What follows belongs to an exercise in optimizing a design on an open flow for small area and a short achievable clock period; a production flow would make more cautious choices. Only simulation tests tie the RTL to the original design; equivalence was not proved. In this run the design's own scripts or RTL, not TritonCTS, make the clock network. The clock port is modelled as an ideal driver, which makes a skipped or thinned clock tree look cheaper than it is; a real chip needs a root buffer or a tree. No activity file was given, so power comes from the tool's default toggle rates.

File: design/flow/flow/clock_tree.tcl
# Clock tree of inverters, built level by level from the flip-flops up by
# recursive bisection (compact groups of equal size), with an even number of
# inverting levels so every flip-flop sees the rising clock edge. Replaces
# TritonCTS in the cts step (see cts_hook.tcl).
namespace eval ctree {
  # per level, from the leaves up: {master max_fanout}
  variable levels {
    {sky130_fd_sc_hd__inv_12 20}
    {sky130_fd_sc_hd__inv_12  6}
    {sky130_fd_sc_hd__inv_16  5}
    {sky130_fd_sc_hd__inv_16 12}
  }
  variable prefix ctree
  variable use_bbox 1
}

proc ctree::bisect {items maxn} {
  if {[llength $items] <= $maxn} { return [list $items] }
  set xs [lmap it $items {lindex $it 0}]
  set ys [lmap it $items {lindex $it 1}]
  set dx [expr {[tcl::mathfunc::max {*}$xs] - [tcl::mathfunc::min {*}$xs]}]
  set dy [expr {[tcl::mathfunc::max {*}$ys] - [tcl::mathfunc::min {*}$ys]}]
  set idx [expr {$dx >= $dy ? 0 : 1}]
  set sorted [lsort -integer -index $idx $items]
  set n [llength $sorted]
  set groups [expr {($n + $maxn - 1) / $maxn}]
  set left [expr {int(round(double($n) * ($groups / 2) / $groups))}]
  if {$left < 1} { set left 1 }
  return [concat [ctree::bisect [lrange $sorted 0 [expr {$left - 1}]] $maxn] \
                 [ctree::bisect [lrange $sorted $left end] $maxn]]
}

proc ctree::bboxcenter {grp} {
  set xs [lmap it $grp {lindex $it 0}]
  set ys [lmap it $grp {lindex $it 1}]
  return [list [expr {([tcl::mathfunc::min {*}$xs] + [tcl::mathfunc::max {*}$xs]) / 2}] \
               [expr {([tcl::mathfunc::min {*}$ys] + [tcl::mathfunc::max {*}$ys]) / 2}]]
}

proc ctree::centroid {grp} {
  set sx 0; set sy 0
  foreach it $grp { set sx [expr {$sx + [lindex $it 0]}]; set sy [expr {$sy + [lindex $it 1]}] }
  set n [llength $grp]
  return [list [expr {$sx / $n}] [expr {$sy / $n}]]
}

proc ctree::make_inv {block master name x y} {
  set inst [odb::dbInst_create $block $master $name]
  set w [$master getWidth]; set h [$master getHeight]
  $inst setLocation [expr {int($x - $w / 2)}] [expr {int($y - $h / 2)}]
  $inst setPlacementStatus PLACED
  set net [odb::dbNet_create $block "${name}_n"]
  $net setSigType CLOCK
  set out ""; set in ""
  foreach it [$inst getITerms] {
    if {[$it isOutputSignal]} { set out $it } elseif {[$it isInputSignal]} { set in $it }
  }
  $out connect $net
  return [list $inst $net $in]
}

proc ctree::build {clkname} {
  variable levels; variable prefix
  set db [ord::get_db]
  set block [ord::get_db_block]
  set clk [$block findNet $clkname]
  $clk setSigType CLOCK
  set items {}
  foreach it [$clk getITerms] {
    set bb [[$it getInst] getBBox]
    lappend items [list [expr {([$bb xMin] + [$bb xMax]) / 2}] [expr {([$bb yMin] + [$bb yMax]) / 2}] $it]
  }
  set nsinks [llength $items]
  foreach it $items { [lindex $it 2] disconnect }
  set lv 0
  set counts {}
  while {1} {
    if {$lv < [llength $levels]} { lassign [lindex $levels $lv] mname fo } else { lassign [lindex $levels end] mname fo }
    set master [$db findMaster $mname]
    set remaining_odd [expr {$lv % 2}]
    # the last level has a single inverter; stop when one group is left and the
    # number of levels built so far makes the polarity right
    set groups [ctree::bisect $items $fo]
    set next {}
    set k 0
    foreach grp $groups {
      if {$lv == 0 || !$ctree::use_bbox} { lassign [ctree::centroid $grp] cx cy } else { lassign [ctree::bboxcenter $grp] cx cy }
      lassign [ctree::make_inv $block $master "${prefix}_${lv}_${k}" $cx $cy] inst net in
      foreach s $grp { [lindex $s 2] connect $net }
      lappend next [list $cx $cy $in]
      incr k
    }
    lappend counts $k
    incr lv
    set items $next
    if {[llength $items] == 1 && $lv % 2 == 0} break
  }
  [lindex $items 0 2] connect $clk
  puts "ctree: $nsinks sinks, $lv inverter levels, inverters per level (leaf first): $counts"
}
File: design/flow/flow/run.sh
#!/bin/bash
# Own layout flow: the standard ORFS flow (standard.sh), with
#  - output flip-flops (and the gates driving their D pins) placed in the rows
#    next to their output ports before global placement and held there while
#    the rest is placed (place_out_cells.tcl, unfix_out_cells.tcl), so the
#    clock-to-output paths are short;
#  - a balanced clock tree of inverters (clock_tree.tcl, via cts_hook.tcl) in
#    place of TritonCTS, for a shorter clock insertion delay;
#  - port buffers of a fixed type, free resizing, and timing repair by resizing
#    and buffering only (no gate cloning or load splitting).
# Each stage's full output goes to log_<stage>.txt in the work folder.
set -uo pipefail
W=$(pwd)
F=$W/flow
ARGS=(
  "PRE_GLOBAL_PLACE_TCL=$F/place_out_cells.tcl"
  "POST_GLOBAL_PLACE_TCL=$F/unfix_out_cells.tcl"
  "PRE_CTS_TCL=$F/cts_hook.tcl"
  "BUFFER_PORTS_ARGS=-buffer_cell sky130_fd_sc_hd__buf_2"
  "MATCH_CELL_FOOTPRINT=0"
  "SETUP_MOVE_SEQUENCE=unbuffer,sizeup,swap,buffer"
)
for stage in synth floorplan place cts route finish; do
  echo "=== $stage $(date)"
  if ! bash standard.sh "${ARGS[@]}" $stage > "$W/log_$stage.txt" 2>&1; then
    echo "stage $stage failed"; tail -30 "$W/log_$stage.txt"; exit 1
  fi
done
ls -la out/
File: design/flow/flow/cts_hook.tcl
# PRE_CTS hook: build the clock tree with clock_tree.tcl instead of TritonCTS.
source [file join [file dirname [info script]] clock_tree.tcl]
if {[info commands ::ctree_tritoncts] == ""} { rename ::clock_tree_synthesis ::ctree_tritoncts }
proc ::clock_tree_synthesis {args} { ctree::build clk }
File: design/flow/constraint.sdc
create_clock -name core_clock -period 5.0 [get_ports {clk}]
set_input_delay 1.0000 -clock core_clock [delete_from_list [all_inputs] [get_ports {clk}]]
set_output_delay 1.0000 -clock core_clock [all_outputs]
set_load 0.01 [all_outputs]
File: design/flow/standard.sh
#!/bin/bash
# synth_recipe.tcl (not shown) runs the flow's synth.tcl, then flattens the netlist and writes it again
# the make line also repeats each setting of config.mk as NAME=value (left out here)
make -C /OpenROAD-flow-scripts/flow DESIGN_CONFIG=/design/flow/config.mk WORK_HOME=/design/flow/orfs CLKGATE_MAP_FILE= SYNTH_SCRIPT=/design/flow/synth_recipe.tcl "${@:-finish}"
File: design/flow/design.v
module ram (clk, writeSel, routeSel, readAddr, dataIn, dataOut, hopOut);
parameter packetwidth = 55;
parameter addressWidth = 4;
parameter datawidth = 25;
input clk;
input [(1<<addressWidth)-1:0] writeSel;
input [(1<<addressWidth)-1:0] routeSel;
input [addressWidth-1:0] readAddr;
input [packetwidth-1:0] dataIn;
output [packetwidth-1:0] dataOut;
output [2:0] hopOut;
reg [packetwidth-1:0] mem [0:(1<<addressWidth)-1];
integer j;
always @(posedge clk)
  for (j = 0; j < (1<<addressWidth); j = j + 1)
    if (writeSel[j])
      mem[j] <= dataIn;
reg [packetwidth-1:0] rd;
integer i;
always @* begin
  rd = {packetwidth{1'b0}};
  for (i = 0; i < (1<<addressWidth); i = i + 1)
    rd = rd | (mem[i] & {packetwidth{routeSel[i]}});
end
assign dataOut = rd;
wire [packetwidth-1:0] atRead = mem[readAddr];
assign hopOut = atRead[datawidth+2:datawidth];
endmodule
module FIFO (clk, reset, reqUpStr, gntUpStr, full, rdReq, rdGnt, empty, readAddr,
             routeSel, PacketIn, PacketOut, hopOut);
parameter packetwidth = 55;
parameter addressWidth = 4;
input clk;
input reset;
input reqUpStr;
output reg gntUpStr;
output reg full;               
reg fullInt;                   
input rdReq;
output rdGnt;
output reg empty;
output reg [addressWidth-1:0] readAddr;
input [(1<<addressWidth)-1:0] routeSel;    
input [packetwidth-1:0] PacketIn;
output [packetwidth-1:0] PacketOut;
output [2:0] hopOut;                      
reg [addressWidth-1:0] writeAddr;
reg EnableGnt;
wire wrGnt = reqUpStr & ~fullInt & EnableGnt;
assign rdGnt = rdReq & ~empty;
wire [addressWidth-1:0] one = {{(addressWidth-1){1'b0}}, 1'b1};
reg [addressWidth-1:0] count;
wire wEqRm1 = (count == {addressWidth{1'b1}});                      
wire wEqRm2 = (count == {{(addressWidth-1){1'b1}}, 1'b0});          
wire wEqRp1 = (count == one);                                      
wire fullMove  = wrGnt ? (rdGnt ? wEqRm1 : (wEqRm2 & (readAddr != 0))) : 1'b0;
wire fullNext  = fullMove | (~wrGnt & ~rdGnt & fullInt);
wire fullNextOut = fullMove | (~wrGnt & ~rdGnt & full);    
wire emptyNext = wrGnt ? (rdGnt ? 1'b0 : wEqRm1)
                       : (rdGnt ? wEqRp1 : empty);
wire [addressWidth-1:0] writeAddrInc = writeAddr + one;
reg wrEn;
always @(posedge clk)
  wrEn <= wrGnt;
wire [(1<<addressWidth)-1:0] writeSel = {{((1<<addressWidth)-1){1'b0}}, wrEn} << writeAddr;
always @(posedge clk or negedge reset)
  if (!reset) begin
    writeAddr <= 0;
    readAddr  <= 0;
    count     <= 0;
    EnableGnt <= 1'b1;
    empty     <= 1'b1;
  end else begin
    if (wrGnt) writeAddr <= writeAddrInc;
    if (rdGnt) readAddr  <= readAddr + one;
    if (wrGnt != rdGnt) count <= wrGnt ? count + one : count - one;
    EnableGnt <= ~reqUpStr | (EnableGnt & ~wrGnt);
    empty     <= emptyNext;
  end
always @(posedge clk)
  if (!reset) begin
    gntUpStr <= 1'b0;
    full     <= 1'b0;
    fullInt  <= 1'b0;
  end else begin
    gntUpStr <= wrGnt;
    full     <= fullNextOut;
    fullInt  <= fullNext;
  end
ram #(.packetwidth(packetwidth), .addressWidth(addressWidth)) fifoBuffer (
  .clk(clk), .writeSel(writeSel), .routeSel(routeSel), .readAddr(readAddr),
  .dataIn(PacketIn), .dataOut(PacketOut), .hopOut(hopOut));
endmodule
module InputPortController (clk, reset, rdReq, rdGnt, empty, readAddr, routeSel,
                            hopIn, PacketIn, PacketOut, hopNext);
parameter packetwidth = 55;
parameter datawidth = 25;
parameter addressWidth = 4;
input clk;
input reset;
output rdReq;
input rdGnt;
input empty;
input [addressWidth-1:0] readAddr;             
output reg [(1<<addressWidth)-1:0] routeSel;   
input [2:0] hopIn;                             
input [packetwidth-1:0] PacketIn;              
output reg [packetwidth-1:0] PacketOut;
output [2:0] hopNext;                          
reg sIdle, sReq, sWait, sRoute, sStuck;
reg keep;                                      
assign rdReq = sReq;
always @(posedge clk or negedge reset)
  if (!reset) begin
    sIdle    <= 1'b1;
    sReq     <= 1'b0;
    sWait    <= 1'b0;
    sRoute   <= 1'b0;
    sStuck   <= 1'b0;
    keep     <= 1'b0;
    routeSel <= 0;
  end else begin
    sIdle    <= (sIdle & empty) | sRoute;
    sReq     <= sIdle & ~empty;
    sWait    <= sReq & rdGnt;
    sRoute   <= sWait;
    sStuck   <= sStuck | (sReq & ~rdGnt);
    keep     <= ~sWait;
    routeSel <= {{((1<<addressWidth)-1){1'b0}}, sWait} << readAddr;
  end
always @(posedge clk)
  PacketOut <= PacketIn | (PacketOut & {packetwidth{keep}});
reg [2:0] hopPre;
always @(posedge clk)
  if (sWait)
    hopPre <= hopIn;
assign hopNext = sRoute ? hopPre : PacketOut[datawidth+2:datawidth];
endmodule
module InputPort (clk, reset, reqUpStr, gntUpStr, full, PacketIn, PacketOut, hopNext);
parameter packetwidth = 55;
parameter addressWidth = 4;
input clk;
input reset;
input reqUpStr;
output gntUpStr;
output full;
input [packetwidth-1:0] PacketIn;
output [packetwidth-1:0] PacketOut;    
output [2:0] hopNext;
wire rdReq, rdGnt, empty;
wire [(1<<addressWidth)-1:0] routeSel;
wire [2:0] hopIn;
wire [addressWidth-1:0] readAddr;
wire [packetwidth-1:0] ramOut, dataBuf;
FIFO #(.packetwidth(packetwidth), .addressWidth(addressWidth)) fifo (
  .clk(clk), .reset(reset), .reqUpStr(reqUpStr), .gntUpStr(gntUpStr), .full(full),
  .rdReq(rdReq), .rdGnt(rdGnt), .empty(empty), .readAddr(readAddr),
  .routeSel(routeSel), .PacketIn(PacketIn), .PacketOut(ramOut), .hopOut(hopIn));
InputPortController #(.packetwidth(packetwidth), .addressWidth(addressWidth)) InputPortController (
  .clk(clk), .reset(reset), .rdReq(rdReq), .rdGnt(rdGnt), .empty(empty),
  .readAddr(readAddr), .routeSel(routeSel), .hopIn(hopIn),
  .PacketIn(ramOut), .PacketOut(dataBuf), .hopNext(hopNext));
assign PacketOut = dataBuf;
endmodule
module OutputController (clk, reset, reqDnStr, gntDnStr, full, PacketIn, hopNext, PacketOut);
parameter packetwidth = 55;
parameter datawidth = 25;
parameter direction = 3'b000;
input clk;
input reset;
output reg reqDnStr;                   
input gntDnStr;
input full;
input [packetwidth-1:0] PacketIn;      
input [2:0] hopNext;                   
output [packetwidth-1:0] PacketOut;
reg [packetwidth-4:0] pkt;
reg match;                             
reg waitGnt;                           
wire load = ~waitGnt & ~full & match;
always @(posedge clk or negedge reset)
  if (!reset)
    match <= (direction == 3'b000);
  else
    match <= (hopNext == direction);
always @(posedge clk)
  if (!reset) begin
    reqDnStr <= 1'b0;
    waitGnt  <= 1'b0;
    pkt      <= 0;
  end else begin
    reqDnStr <= reqDnStr ? ~gntDnStr : load;
    waitGnt  <= waitGnt ? ~gntDnStr : load;
    if (load)
      pkt <= {PacketIn[packetwidth-1:datawidth+3], PacketIn[datawidth-1:0]};
  end
assign PacketOut = {3'b000, pkt};
endmodule
`timescale 1ns / 1ps
module Base_Router(  clk, reset,
							eastReqUpStr,  eastGntUpStr,  eastUpStrFull,  eastPacketIn,
							eastReqDnStr,  eastGntDnStr,  eastDnStrFull,  eastPacketOut,
							northReqUpStr, northGntUpStr, northUpStrFull, northPacketIn,
							northReqDnStr, northGntDnStr, northDnStrFull, northPacketOut,
							westReqUpStr,  westGntUpStr , westUpStrFull,  westPacketIn,
							westReqDnStr,  westGntDnStr,  westDnStrFull,  westPacketOut,
							southReqUpStr, southGntUpStr, southUpStrFull, southPacketIn,
							southReqDnStr, southGntDnStr, southDnStrFull, southPacketOut,
							localReqUpStr, localGntUpStr, localUpStrFull, localPacketIn,
							localReqDnStr, localGntDnStr, localDnStrFull, localPacketOut);
parameter routerID     	= 6'b000_000; 
parameter routerNo 		= 5'b00001;
parameter packetwidth = 55;
parameter datawidth=25;
parameter addressWidth 	= 4;
parameter fifoDepth 	= ((1 << addressWidth) - 1); 
input clk;
input reset;
input eastReqUpStr, northReqUpStr, westReqUpStr, southReqUpStr, localReqUpStr;
input eastDnStrFull,  northDnStrFull, westDnStrFull, southDnStrFull, localDnStrFull ;
input eastGntDnStr, northGntDnStr, westGntDnStr, southGntDnStr, localGntDnStr;
input [packetwidth-1:0] eastPacketIn, northPacketIn, westPacketIn, southPacketIn, localPacketIn;
output eastReqDnStr, northReqDnStr, westReqDnStr, southReqDnStr, localReqDnStr;  
output eastUpStrFull, northUpStrFull, westUpStrFull, southUpStrFull, localUpStrFull;
output eastGntUpStr, northGntUpStr, westGntUpStr, southGntUpStr, localGntUpStr;
output [packetwidth-1:0] eastPacketOut, northPacketOut, westPacketOut, southPacketOut, localPacketOut ;
wire [packetwidth-1:0] eastPacket, northPacket, westPacket, southPacket, localPacket;
wire [packetwidth-1:0] orPacket = eastPacket | northPacket | westPacket | southPacket | localPacket;
wire [2:0] eastHop, northHop, westHop, southHop, localHop;
wire [2:0] orHopNext = eastHop | northHop | westHop | southHop | localHop;
InputPort #(.packetwidth(packetwidth), .addressWidth(addressWidth)) eastInputController (
  .clk(clk), .reset(reset), .reqUpStr(eastReqUpStr), .gntUpStr(eastGntUpStr), .full(eastUpStrFull),
  .PacketIn(eastPacketIn), .PacketOut(eastPacket), .hopNext(eastHop));
OutputController #(.direction(3'b100), .datawidth(datawidth), .packetwidth(packetwidth)) eastOutputController (
  .clk(clk), .reset(reset), .reqDnStr(eastReqDnStr), .gntDnStr(eastGntDnStr), .full(eastDnStrFull),
  .PacketIn(orPacket), .hopNext(orHopNext), .PacketOut(eastPacketOut));
InputPort #(.packetwidth(packetwidth), .addressWidth(addressWidth)) northInputController (
  .clk(clk), .reset(reset), .reqUpStr(northReqUpStr), .gntUpStr(northGntUpStr), .full(northUpStrFull),
  .PacketIn(northPacketIn), .PacketOut(northPacket), .hopNext(northHop));
OutputController #(.direction(3'b111), .datawidth(datawidth), .packetwidth(packetwidth)) northOutputController (
  .clk(clk), .reset(reset), .reqDnStr(northReqDnStr), .gntDnStr(northGntDnStr), .full(northDnStrFull),
  .PacketIn(orPacket), .hopNext(orHopNext), .PacketOut(northPacketOut));
InputPort #(.packetwidth(packetwidth), .addressWidth(addressWidth)) westInputController (
  .clk(clk), .reset(reset), .reqUpStr(westReqUpStr), .gntUpStr(westGntUpStr), .full(westUpStrFull),
  .PacketIn(westPacketIn), .PacketOut(westPacket), .hopNext(westHop));
OutputController #(.direction(3'b110), .datawidth(datawidth), .packetwidth(packetwidth)) westOutputController (
  .clk(clk), .reset(reset), .reqDnStr(westReqDnStr), .gntDnStr(westGntDnStr), .full(westDnStrFull),
  .PacketIn(orPacket), .hopNext(orHopNext), .PacketOut(westPacketOut));
InputPort #(.packetwidth(packetwidth), .addressWidth(addressWidth)) southInputController (
  .clk(clk), .reset(reset), .reqUpStr(southReqUpStr), .gntUpStr(southGntUpStr), .full(southUpStrFull),
  .PacketIn(southPacketIn), .PacketOut(southPacket), .hopNext(southHop));
OutputController #(.direction(3'b101), .datawidth(datawidth), .packetwidth(packetwidth)) southOutputController (
  .clk(clk), .reset(reset), .reqDnStr(southReqDnStr), .gntDnStr(southGntDnStr), .full(southDnStrFull),
  .PacketIn(orPacket), .hopNext(orHopNext), .PacketOut(southPacketOut));
InputPort #(.packetwidth(packetwidth), .addressWidth(addressWidth)) localInputController (
  .clk(clk), .reset(reset), .reqUpStr(localReqUpStr), .gntUpStr(localGntUpStr), .full(localUpStrFull),
  .PacketIn(localPacketIn), .PacketOut(localPacket), .hopNext(localHop));
OutputController #(.direction(3'b000), .datawidth(datawidth), .packetwidth(packetwidth)) localOutputController (
  .clk(clk), .reset(reset), .reqDnStr(localReqDnStr), .gntDnStr(localGntDnStr), .full(localDnStrFull),
  .PacketIn(orPacket), .hopNext(orHopNext), .PacketOut(localPacketOut));
endmodule
File: design/flow/flow/unfix_out_cells.tcl
# Release the cells place_out_cells.tcl held in place during global placement.
set n 0
foreach inst [[ord::get_db_block] getInsts] {
  if {[$inst getPlacementStatus] == "FIRM" && ![string match "*tap*" [[$inst getMaster] getName]]} {
    $inst setPlacementStatus PLACED; incr n
  }
}
puts "unfix_out_cells: released $n cells"
File: design/flow/flow/place_out_cells.tcl
# Before global placement: put each output port's flip-flop, and the gate that
# drives its D pin, in a legal spot in the rows next to the port, and hold them
# there (FIXED) while the global placer places everything else around them.
# unfix_out_cells.tcl releases them afterwards so later steps may resize them.
namespace eval place_out {
set block [ord::get_db_block]
set die [$block getDieArea]
set W [$die xMax]; set H [$die yMax]

proc drv_iterm {net} {
  if {$net == "NULL"} { return "" }
  foreach it [$net getITerms] { if {[$it isOutputSignal]} { return $it } }
  return ""
}

# rows: y -> {x0 x1 sitew}
set rows {}
foreach row [$block getRows] {
  set bb [$row getBBox]
  lappend rows [list [$bb yMin] [$bb xMin] [$bb xMax] [[$row getSite] getWidth] [[$row getSite] getHeight]]
}
set rows [lsort -integer -index 0 $rows]
set nrows [llength $rows]
set rowH [lindex $rows 0 4]
set siteW [lindex $rows 0 3]
set coreX0 [lindex $rows 0 1]; set coreX1 [lindex $rows 0 2]
set coreY0 [lindex $rows 0 0]; set coreY1 [expr {[lindex $rows end 0] + $rowH}]

# occupied intervals per row index (fixed cells already there: tap cells)
array set occ {}
for {set r 0} {$r < $nrows} {incr r} { set occ($r) {} }
foreach inst [$block getInsts] {
  if {[$inst getPlacementStatus] != "FIRM" && [$inst getPlacementStatus] != "FIXED" && [$inst getPlacementStatus] != "LOCKED"} continue
  set bb [$inst getBBox]
  set r [expr {([$bb yMin] - $coreY0) / $rowH}]
  if {$r >= 0 && $r < $nrows} { lappend occ($r) [list [$bb xMin] [$bb xMax]] }
}
proc free_x {r x w} {
  # first x' >= x where [x', x'+w) hits no occupied interval of row r
  variable occ
  set moved 1
  while {$moved} {
    set moved 0
    foreach iv $occ($r) {
      lassign $iv a b
      if {$x < $b && [expr {$x + $w}] > $a} { set x $b; set moved 1 }
    }
  }
  return $x
}
proc snap {x} { variable coreX0; variable siteW; return [expr {$coreX0 + (($x - $coreX0 + $siteW - 1) / $siteW) * $siteW}] }

# collect output units: {side pos flop gate}
set units {}
foreach bt [$block getBTerms] {
  if {[$bt getIoType] != "OUTPUT"} continue
  set dit [drv_iterm [$bt getNet]]
  if {$dit == ""} continue
  set ff [$dit getInst]
  if {![string match "*df*" [[$ff getMaster] getName]]} continue
  set gate ""
  foreach it [$ff getITerms] {
    if {[$it isInputSignal] && [[$it getMTerm] getName] == "D"} {
      set g [drv_iterm [$it getNet]]
      if {$g != "" && [llength [[$it getNet] getITerms]] == 2} {
        set gi [$g getInst]
        if {![string match "*df*" [[$gi getMaster] getName]]} { set gate $gi }
      }
    }
  }
  set bb [$bt getBBox]
  set px [expr {([$bb xMin] + [$bb xMax]) / 2}]
  set py [expr {([$bb yMin] + [$bb yMax]) / 2}]
  if {$py <= [$die yMin] + 1000} { set side B; set pos $px } \
  elseif {$py >= $H - 1000} { set side T; set pos $px } \
  elseif {$px <= [$die xMin] + 1000} { set side L; set pos $py } \
  else { set side R; set pos $py }
  lappend units [list $side $pos $ff $gate]
}

proc unit_w {u} {
  set w [[[lindex $u 2] getMaster] getWidth]
  if {[lindex $u 3] != ""} { set w [expr {$w + [[[lindex $u 3] getMaster] getWidth]}] }
  return $w
}
proc put {u x y} {
  set ff [lindex $u 2]; set g [lindex $u 3]
  $ff setLocation $x $y; $ff setPlacementStatus FIRM
  if {$g != ""} { $g setLocation [expr {$x + [[$ff getMaster] getWidth]}] $y; $g setPlacementStatus FIRM }
}
proc add_occ {r a b} { variable occ; lappend occ($r) [list $a $b] }

set depth 3 ;# rows kept free next to the edge for the port buffers (horizontal sides)
set placed 0
foreach side {B T} {
  set us [lsort -integer -index 1 [lsearch -all -inline -index 0 $units $side]]
  if {$side == "B"} { set rlist {}; for {set k 1} {$k <= 8} {incr k} { lappend rlist $k } } \
  else { set rlist {}; for {set k 2} {$k <= 9} {incr k} { lappend rlist [expr {$nrows - $k}] } }
  foreach u $us {
    set w [unit_w $u]
    set want [snap [expr {[lindex $u 1] - $w / 2}]]
    set best ""; set bestc 1e18
    set k 0
    foreach r $rlist {
      set x [snap [free_x $r $want $w]]
      set x [snap [free_x $r $x $w]]
      if {$x + $w <= $coreX1} {
        set c [expr {abs($x - $want) + $k * 3000}]
        if {$c < $bestc} { set bestc $c; set best [list $r $x] }
      }
      incr k
    }
    if {$best == ""} continue
    lassign $best r x
    put $u $x [expr {$coreY0 + $r * $rowH}]
    add_occ $r $x [expr {$x + $w}]
    incr placed
  }
}
foreach side {L R} {
  set us [lsort -integer -index 1 [lsearch -all -inline -index 0 $units $side]]
  foreach u $us {
    set w [unit_w $u]
    set r0 [expr {([lindex $u 1] - $coreY0) / $rowH}]
    set best ""; set bestc 1e18
    for {set r [expr {$r0 - 4}]} {$r <= $r0 + 4} {incr r} {
      if {$r < 0 || $r >= $nrows} continue
      if {$side == "L"} {
        set x [snap [free_x $r [expr {$coreX0 + 4000}] $w]]
        set c [expr {($x - $coreX0) + abs($r - $r0) * $rowH}]
      } else {
        # from the right edge inwards
        set x [expr {[snap [expr {$coreX1 - 4000 - $w}]] - $siteW}]
        set guard 0
        while {[free_x $r $x $w] != $x && $guard < 400} { set x [expr {$x - $siteW}]; incr guard }
        set c [expr {($coreX1 - $x) + abs($r - $r0) * $rowH}]
      }
      if {$c < $bestc} { set bestc $c; set best [list $r $x] }
    }
    if {$best == ""} continue
    lassign $best r x
    put $u $x [expr {$coreY0 + $r * $rowH}]
    add_occ $r $x [expr {$x + $w}]
    incr placed
  }
}
puts "place_out_cells: fixed $placed of [llength $units] output flip-flops (and their D gates) next to their ports"

}
namespace delete place_out
File: design/flow/config.mk
export PLATFORM = sky130hd
export DESIGN_NAME = Base_Router
export DESIGN_NICKNAME = Base_Router
export VERILOG_FILES = /design/flow/design.v
export SDC_FILE = /design/flow/constraint.sdc
export NUM_CORES = 8
export LEC_CHECK = 0
export CAP_MARGIN = 40
export CORE_MARGIN = 2
export CORE_UTILIZATION = 65
export SETUP_SLACK_MARGIN = 2.8
export SLEW_MARGIN = 40
export TNS_END_PERCENT = 100
==> results_dict.tcl <==
set metrics [dict create \
    cp_slowest_cell "or4_1" \
    p_total_uw 73140 \
    regArea_um2 148600 \
    routed_wl_um 584800 \
    use_met1 0.5532 \
    powerDensity_nw_per_um2 365.3 \
    dp_hpwl_um 358300 \
    regToRegSetupSlack_ns 2.76 \
    leakagePower_uw 0.06762 \
    finalClockSkew_ns 0.07374 \
    ys_ff_latch 5160 \
    syn_avg_cell_area_um2 17.61 \
    cp_data_required_time_ns 5.54 \
    chipWidth_um 535.2 \
    num_vias 109700 \
    grtUsageTotal 0.4027 \
    cp.arrival_ns 2.78 \
    grt_setup_unrepaired "no" \
    core_area_um2 281600 \
    synth_edf_count 4415 \
    gr-usage-met3 0.09402 \
    first_iter_violations 19020 \
    max_freq_mhz 446.5 \
    worstHoldPathType "in -> async" \
    via_per_inst 7.345 \
    grt_pass1_wl_um 804100 \
    globalRouteMet2Util 0.6104 \
    worstMarginPinSlew_ns 0.9447 \
    busiest_layer "met2" \
    layout-drive-gt1-share 0.1533 \
    placed_area_um2 193100 \
    setup_viol 0 \
    cts_hold_buf 0 \
    ios 582 \
    period_share 0.4479 \
    dp.cells 14410 \
    yosysWarningCount 9 \
    die_height_um 535.2 \
    end_kind "flop" \
    synthFlopType "edfxtp_1" \
    wl_per_cell_um 39.16 \
    die_area_um2 286400 \
    outcome "timing/DRC/antenna clean" \
    grt_pass1_vias 102800 \
    async_flop_share 0.03488 \
    antenna_found_initial 175 \
    seq_area_frac_synth 0.8093 \
    drv_cap 0 \
    critPathLaunchType "flop" \
    start_util 0.6513 \
    dpl_worst_slack_ns 2.142 \
    row_count 195 \
    nets 11420 \
    yosysUniqueCellTypes 73 \
    fill_cells 17600 \
    r2r.worst_path.cells 4 \
    fin_area_um2 200200 \
    slew_headroom 0.3693 \
    syn2layout_area_growth_pct 9.190 \
    stdcell_count 14930 \
    crit_fanout 5 \
    io_buffers 566 \
    slowest_delay_ns 0.62 \
    drtPass1Iterations 9 \
    grt_max_degree 123 \
    drtAntennaViolNets 0 \
    route.detailed.drc 0 \
    timing.rr.end "localOutputController.pkt[2]" \
    slew_violations 0 \
    multi_input_area_um2 33220 \
    clkTransAtPathRegs_ns 0.08 \
    timing.final.crit_period_ns 2.240 \
    cp_cell_sequence "or4_1, nor2_1, nand2_1, o211a_1" \
    grt-ovfl-total 0 \
    final.setup.worst_slack_ns 2.760 \
    tns_ns 0 \
    synth_area_um2 183400 \
    path_class "reg -> reg" \
    netlist_instances 10410 \
    ir_drop_mv 0.3554 \
    finalHoldViolCount 0 \
    clk_latency_ns 0.67 \
]
per-layer routing:
layer	vias to the layer above	share of wire
li1	44130	-
met1	55880	0.35
met2	8241	0.46
met3	1331	0.13
met4	82	0.062
met5	-	0.00090
final cells by class:
class	count	share of cell area
diodes	108	0.001350
inverters	374	0.02671
multi-input cells	4525	0.1659
flip-flops and latches	5160	0.7422
well taps	3743	0.02339
repair buffers	1021	0.04040
flip-flops by register name (all words and copies together), names as in the netlist, 55 cells and up:
signal / flops
southInputController.InputPortController.PacketOut: 55
westInputController.InputPortController.PacketOut: 55
northInputController.fifo.fifoBuffer.mem: 880
eastInputController.fifo.fifoBuffer.mem: 880
southInputController.fifo.fifoBuffer.mem: 880
localInputController.InputPortController.PacketOut: 55
westInputController.fifo.fifoBuffer.mem: 880
northInputController.InputPortController.PacketOut: 55
localInputController.fifo.fifoBuffer.mem: 880
eastInputController.InputPortController.PacketOut: 55
power by group:
part	leakage, uW	internal (uW)	switching (uW)
sequential	0.0465	48700	839
clock	0.00229	3160	16800
combinational	0.0188	847	2750
total	0.0676	52700	20400
critical path, delay by kind of cell (launching register included):
family | cells | cell delay, ns
AOI/OAI and AO/OA | 1 | 0.17
DFF | 1 | 0.58
and+or+nand+nor | 3 | 1.35
cell usage after synthesis (11+ instances only):
cell | number | area [um2]
nor2_1 | 219 | 822.0
nor2b_1 | 17 | 106.4
o22ai_1 | 21 | 131.4
dfstp_2 | 16 | 420.4
a21oi_1 | 27 | 135.1
nand4_1 | 12 | 75.07
buf_4 | 15 | 112.6
nand3b_1 | 19 | 142.6
o211ai_1 | 14 | 105.1
or4_1 | 52 | 390.4
nand3_1 | 338 | 1692
a22oi_1 | 1134 | 8513
and3_1 | 276 | 1727
xnor2_1 | 44 | 385.4
inv_1 | 58 | 217.7
o21ai_0 | 42 | 210.2
buf_2 | 107 | 535.5
edfxtp_1 | 4415 | 132600
a22o_1 | 276 | 2417
clkbuf_1 | 393 | 1475
dfrtp_1 | 164 | 4104
nor3_1 | 39 | 195.2
nand2_1 | 649 | 2436
a221oi_1 | 554 | 4852
a222oi_1 | 280 | 2803
buf_1 | 158 | 593.1
o211a_1 | 260 | 2603
dfxtp_1 | 565 | 11310
a211oi_1 | 11 | 82.58
ha_1 | 50 | 625.6
nand2b_1 | 24 | 150.1
mux2i_1 | 30 | 300.3
cells by family (layout without fill, tap and decap cells):
| logic type | count (synthesis) | after routing | share of synthesized area |
|---|---|---|---|
| flops | 5160 | 5160 | 0.8093 |
| other cells | 1 | 123 | 0.00002045 |
| buf+inv | 741 | 1395 | 0.01638 |
| fa+ha+maj | 50 | 50 | 0.003411 |
| mux | 39 | 39 | 0.002190 |
| compound gates | 2681 | 2681 | 0.1222 |
| simple gates | 1690 | 1690 | 0.04412 |
| xor+xnor | 50 | 50 | 0.002388 |
cells in the final DEF, fill, tap and decap left out, drive strengths merged, types with 50 or more instances in the layout:
master / n
ha: 50
buf: 1006
a222oi: 280
and3: 276
or4: 52
a22oi: 1134
dfrtp: 164
edfxtp: 4415
dfxtp: 565
a221oi: 554
diode: 108
nor2: 219
a22o: 276
nand3: 338
o211a: 260
nand2: 649
inv: 367
through the flow:
stage	util	hold slack (ns)
floorplan	-	0.3913
global placement	0.6819	0.4005
detailed placement	0.6859	0.4104
CTS	0.7086	0.4162
global route	0.7106	0.2369
finish	0.7112	0.2529
repair_timing:
action | 4_1_cts | 5_1_grt
endpoints found under the setup margin | 3057 | 1408
setup buffers | 84 | 17
gates resized for setup | 175 | 112
pin swaps | 78 | 6
how the worst max path moves through the flow:
stage | end | slack, ns
floorplan | eastInputController.fifo.fifoBuffer.mem[0][0] | 2.31
global placement | localOutputController.match | 1.69
detailed placement | eastOutputController.pkt[31] | 2.14
CTS | localOutputController.pkt[40] | 2.58
global route | flop | 2.80
finish | localOutputController.pkt[2] | 2.76

-- re-timing with driven ports --
No port has a modelled driver above. Below, the same layout with a new extraction and two added sets of constraints. Step 1 assumes that a clkbuf_16 drives the clock port and a buf_2 every other input. Step 2, shift: input delay + t, output delay - t, t = (earliest + latest rising clock arrival at the registers) / 2. This alone moves slack from input paths to output paths. a / b / c = ideal / step 1 / step 2; a / b = the first two.
shift t [ns]: 0.780
setup WS [ns]: 2.760 / 2.643 / 2.410
clock arrival spread, ns: 0.075 / 0.075
worst register clock-pin slew, ns: 0.09 / 0.09
pins driven straight from the clock port: 1
After both steps this run still meets setup and hold. For this run, drivers alone change the setup slack by -0.117 ns; drivers and shift together by -0.350 ns.
